Source: an optimization exercise on an open RTL-to-GDS flow (aim: small area). Production flows keep margins and buffers that such runs may drop. Only simulation tests tie the RTL to the original design; equivalence was not proved.

== the previous run ==
==> module nunchuk_driver_top, before the edit <==
module nunchuk_driver_top(
	input clk,             
	input rst,             
	output scl,
	output sda_o,          
	output sda_oe,         
	input sda_i,           
	output [7:0] stick_x,
	output [7:0] stick_y,
	output [9:0] accel_x,
	output [9:0] accel_y,
	output [9:0] accel_z,
	output z,
	output c,
	output [47:0] segs
);
	localparam [6:0] X = 7'd100;
	reg [1:0] ph;
	reg [3:0] lo;
	reg [6:0] hi;
	reg jumped;
	reg [1:0] step;    
	reg failed;        
	reg [45:0] sh;     
	reg [45:0] dat;    
	wire s3 = (ph == 2'b10);
	wire s2 = (ph == 2'b11);
	wire rd = (step == 2'd3);
	wire ovr = (lo == 4'd15);
	wire ack = lo[3];
	wire [6:0] hp = rd ? 7'd8 : step[1] ? 7'd3 : 7'd4;
	wire at_p = (hi == hp);
	wire is_s = (hi == 7'd0) && ack;
	wire is_p = ovr || (at_p && lo == 4'd0);
	wire is_i = at_p && lo == 4'd1;
	wire is_w = !ovr && ((hi == 7'd1) || (!step[1] && (hi == 7'd2 || hi == 7'd3)) || (step == 2'd2 && hi == 7'd2));
	wire is_n = !ovr && rd && (hi == 7'd7);
	wire is_rd = !ovr && rd && (hi >= 7'd2 && hi <= 7'd7);
	wire jump = s3 && is_w && ack && failed && ((hi == 7'd1) || (!step[1] && hi == 7'd2));
	wire [3:0] wrap = ovr ? 4'd15 : (hi == X) ? (jumped ? 4'd7 : 4'd9) : 4'd8;
	reg [7:0] wbyte;
	always_comb begin
		case ({step, hi[1:0], failed})
			5'b00_01_0, 5'b01_01_0, 5'b10_01_0: wbyte = 8'hA4;
			5'b11_01_0: wbyte = 8'hA5;
			5'b00_10_0, 5'b00_11_1: wbyte = 8'hF0;
			5'b01_10_0, 5'b01_11_1: wbyte = 8'hFB;
			5'b00_11_0: wbyte = 8'h55;
			default: wbyte = 8'h00;
		endcase
	end
	wire wbit = wbyte[~lo[2:0]];
	assign scl = (is_s || is_p || is_w || is_rd) && ph[0];
	assign sda_oe = is_s || is_p || (is_w && !ack) || (is_rd && ack);
	assign sda_o = is_s ? !ph[1] :
	               is_p ? ph[1] :
	               is_w ? wbit :
	               is_n;
	always @(posedge clk) begin
		if (rst) begin
			ph <= 2'b11;
			lo <= 4'd3;
			hi <= 7'd56;
			jumped <= 1'b0;
			step <= 2'd0;
			failed <= 1'b1;
			dat <= 46'd0;
		end else begin
			ph <= {ph[0], ~ph[1]};
			if (is_i && ph == 2'b01 && !failed && rd)
				dat <= sh;
			if (s3) begin
				if (jump) begin
					lo <= 4'd15;
					hi <= hi + 7'd1;
					jumped <= 1'b1;
				end else if (lo == wrap) begin
					lo <= 4'd0;
					if (hi == X && jumped && !ovr)
						jumped <= 1'b0;
					else
						hi <= (hi == 7'd110) ? 7'd0 : hi + 7'd1;
				end else begin
					lo <= lo + 4'd1;
				end
				if (is_s)
					failed <= 1'b0;
				if (hi == X && lo == 4'd0 && !failed)
					step <= {step[1] | step[0], ~step[0]};
			end
		end
		if (is_w && ack && s2 && sda_i)
			failed <= 1'b1;
		if (is_rd && !ack && s2 && !(is_n && lo[2:1] == 2'b00))
			sh <= {sh[44:0], sda_i};
	end
	assign stick_x = dat[45:38];
	assign stick_y = dat[37:30];
	assign accel_x = {dat[29:22], dat[1:0]};
	assign accel_y = {dat[21:14], dat[5:4]};
	assign accel_z = {dat[13:6], dat[3:2]};
	assign z = ~dat[1];
	assign c = ~dat[0];
	function automatic [7:0] seg7(input [3:0] d);
		case (d)
			4'd0: seg7 = 8'b11000000;
			4'd1: seg7 = 8'b11111001;
			4'd2: seg7 = 8'b10100100;
			4'd3: seg7 = 8'b10110000;
			4'd4: seg7 = 8'b10011001;
			4'd5: seg7 = 8'b10010010;
			4'd6: seg7 = 8'b10000010;
			4'd7: seg7 = 8'b11111000;
			4'd8: seg7 = 8'b10000000;
			default: seg7 = 8'b10010000;
		endcase
	endfunction
	function automatic [9:0] bcd(input [7:0] v);
		reg [17:0] s;
		integer i;
		begin
			s = {10'd0, v};
			for (i = 0; i < 8; i = i + 1) begin
				if (s[11:8] >= 5) s[11:8] = s[11:8] + 3;
				if (s[15:12] >= 5) s[15:12] = s[15:12] + 3;
				s = s << 1;
			end
			bcd = s[17:8];
		end
	endfunction
	wire [9:0] bx = bcd(stick_x);
	wire [9:0] by = bcd(stick_y);
	assign segs = {seg7({2'b0, bx[9:8]}), seg7(bx[7:4]), seg7(bx[3:0]), seg7({2'b0, by[9:8]}), seg7(by[7:4]), seg7(by[3:0])};
endmodule
==> flow/config.mk <==
export PLATFORM = sky130hd
export DESIGN_NAME = nunchuk_driver_top
export DESIGN_NICKNAME = nunchuk_driver_top
export VERILOG_FILES = /design/flow/design.v
export SDC_FILE = /design/flow/constraint.sdc
export NUM_CORES = 4
export LEC_CHECK = 0
export ABC_AREA = 1
export CAP_MARGIN = 20
export CORE_MARGIN = 2
export CORE_UTILIZATION = 40
export SLEW_MARGIN = 20
==> flow/constraint.sdc <==
create_clock -name core_clock -period 12.0 [get_ports {clk}]
set_input_delay 2.4000 -clock core_clock [delete_from_list [all_inputs] [get_ports {clk}]]
set_output_delay 2.4000 -clock core_clock [all_outputs]
set_load 0.01 [all_outputs]
standard.sh (not shown) runs the stock make flow with config.mk's settings and CLKGATE_MAP_FILE= SYNTH_SCRIPT=/design/flow/synth_recipe.tcl, a recipe that flattens the netlist after the stock synthesis.
==> flow/flow/run.sh <==
#!/bin/bash
# Own layout flow: the standard synthesis, then an area-only re-mapping of the
# combinational logic between the (untouched) registers, then the standard
# ORFS layout with minimum-size port buffers and a clock tree of clkbuf_4.
# Each tool's output goes to a log file of its own in the work folder.
set -euo pipefail
W=$(pwd)
R=$W/orfs/results/${FLOW_PLATFORM:-sky130hd}/nunchuk_driver_top/base
export LIB=$FLOW_HOME/platforms/sky130hd/lib/sky130_fd_sc_hd__tt_025C_1v80.lib

# 1. standard synthesis (unchanged)
bash standard.sh synth > $W/run_synth.log 2>&1

# 2. re-map the combinational logic for area, registers kept as they are
cp $R/1_2_yosys.v $W/std_synth.v
export REMAP_IN=$W/std_synth.v REMAP_OUT=$W/remap.v REMAP_ABC=$W/flow/remap.abc
yosys -c $W/flow/remap.tcl > $W/run_remap.log 2>&1
cp $W/remap.v $R/1_2_yosys.v
rm -f $R/1_synth.odb $R/1_synth.sdc

# 3. the rest of the standard layout
export BUFFER_PORTS_ARGS="-buffer_cell sky130_fd_sc_hd__buf_1"
export CTS_ARGS="-sink_clustering_enable -repair_clock_nets -buf_list sky130_fd_sc_hd__clkbuf_8 -dont_use_dummy_load"
bash standard.sh > $W/run_layout.log 2>&1
Other scripts of this flow, unchanged in this note and not shown: flow/flow/remap.abc, flow/flow/remap.tcl
Modified inputs, the current run compared to the previous run
diff --git a/flow/design.v b/flow/design.v
--- a/flow/design.v
+++ b/flow/design.v
@@ -12,11 +12,11 @@
 	output [9:0] accel_z,
 	output z,
 	output c,
 	output [47:0] segs
 );
-	localparam [6:0] X = 7'd100;
+	localparam [6:0] X = 7'd64;
 	reg [1:0] ph;
 	reg [3:0] lo;
 	reg [6:0] hi;
 	reg jumped;
 	reg [1:0] step;    
@@ -35,11 +35,12 @@
 	wire is_i = at_p && lo == 4'd1;
 	wire is_w = !ovr && ((hi == 7'd1) || (!step[1] && (hi == 7'd2 || hi == 7'd3)) || (step == 2'd2 && hi == 7'd2));
 	wire is_n = !ovr && rd && (hi == 7'd7);
 	wire is_rd = !ovr && rd && (hi >= 7'd2 && hi <= 7'd7);
 	wire jump = s3 && is_w && ack && failed && ((hi == 7'd1) || (!step[1] && hi == 7'd2));
-	wire [3:0] wrap = ovr ? 4'd15 : (hi == X) ? (jumped ? 4'd7 : 4'd9) : 4'd8;
+	wire [3:0] wrap = ovr ? 4'd15 : (hi[6:1] == X[6:1] && jumped) ? 4'd11 :
+	                  (hi[6:3] == 4'd0) ? 4'd8 : (hi[6] && hi[5]) ? 4'd6 : 4'd7;
 	reg [7:0] wbyte;
 	always_comb begin
 		case ({step, hi[1:0], failed})
 			5'b00_01_0, 5'b01_01_0, 5'b10_01_0: wbyte = 8'hA4;
 			5'b11_01_0: wbyte = 8'hA5;
@@ -58,11 +59,11 @@
 	               is_n;
 	always @(posedge clk) begin
 		if (rst) begin
 			ph <= 2'b11;
 			lo <= 4'd3;
-			hi <= 7'd56;
+			hi <= 7'd62;
 			jumped <= 1'b0;
 			step <= 2'd0;
 			failed <= 1'b1;
 			dat <= 46'd0;
 		end else begin
@@ -74,14 +75,13 @@
 					lo <= 4'd15;
 					hi <= hi + 7'd1;
 					jumped <= 1'b1;
 				end else if (lo == wrap) begin
 					lo <= 4'd0;
-					if (hi == X && jumped && !ovr)
+					hi <= hi + 7'd1;
+					if (hi == X + 7'd1)
 						jumped <= 1'b0;
-					else
-						hi <= (hi == 7'd110) ? 7'd0 : hi + 7'd1;
 				end else begin
 					lo <= lo + 4'd1;
 				end
 				if (is_s)
 					failed <= 1'b0;
- Delta (the current run minus the previous run): met3 demand-to-capacity share in global routing dropped 0.69 points, met1 track utilization from global routing dropped 0.49 points.
- Maximum fanout along the worst path | the current run below the previous run
- The overall routing resource usage was comparable across the current run and the previous run.
- Measured against each other, the current run and the previous run differ in non-filler instance count after layout, the higher figure coming from the previous run.

## separate check: timing with driven ports
How much do the figures lean on ideal ports? The routed layouts below were timed once more, with nothing changed but the port constraints. Step 1: set_driving_cell puts a clkbuf_16 on clk and a buf_2 on each other input, an assumption about the parent block. Step 2 also shifts input and output timing later by t, the mid clock arrival at the registers, as if the neighbouring blocks saw the same clock. Slacks: no drivers / after step 1 / after step 2; pairs: no drivers / after step 1.
run	shift t [ns]	setup WS [ns]	worst setup path at the end	worst register clock-pin slew, ns	worst data-port slew with drivers (ns)
the previous run	0.379	4.434 / 4.403 / 4.782	register to output	0.11 / 0.11	0.03
the current run	0.384	4.568 / 4.536 / 4.920	register to output	0.11 / 0.11	0.03
After both steps setup and hold are still met in every run listed.
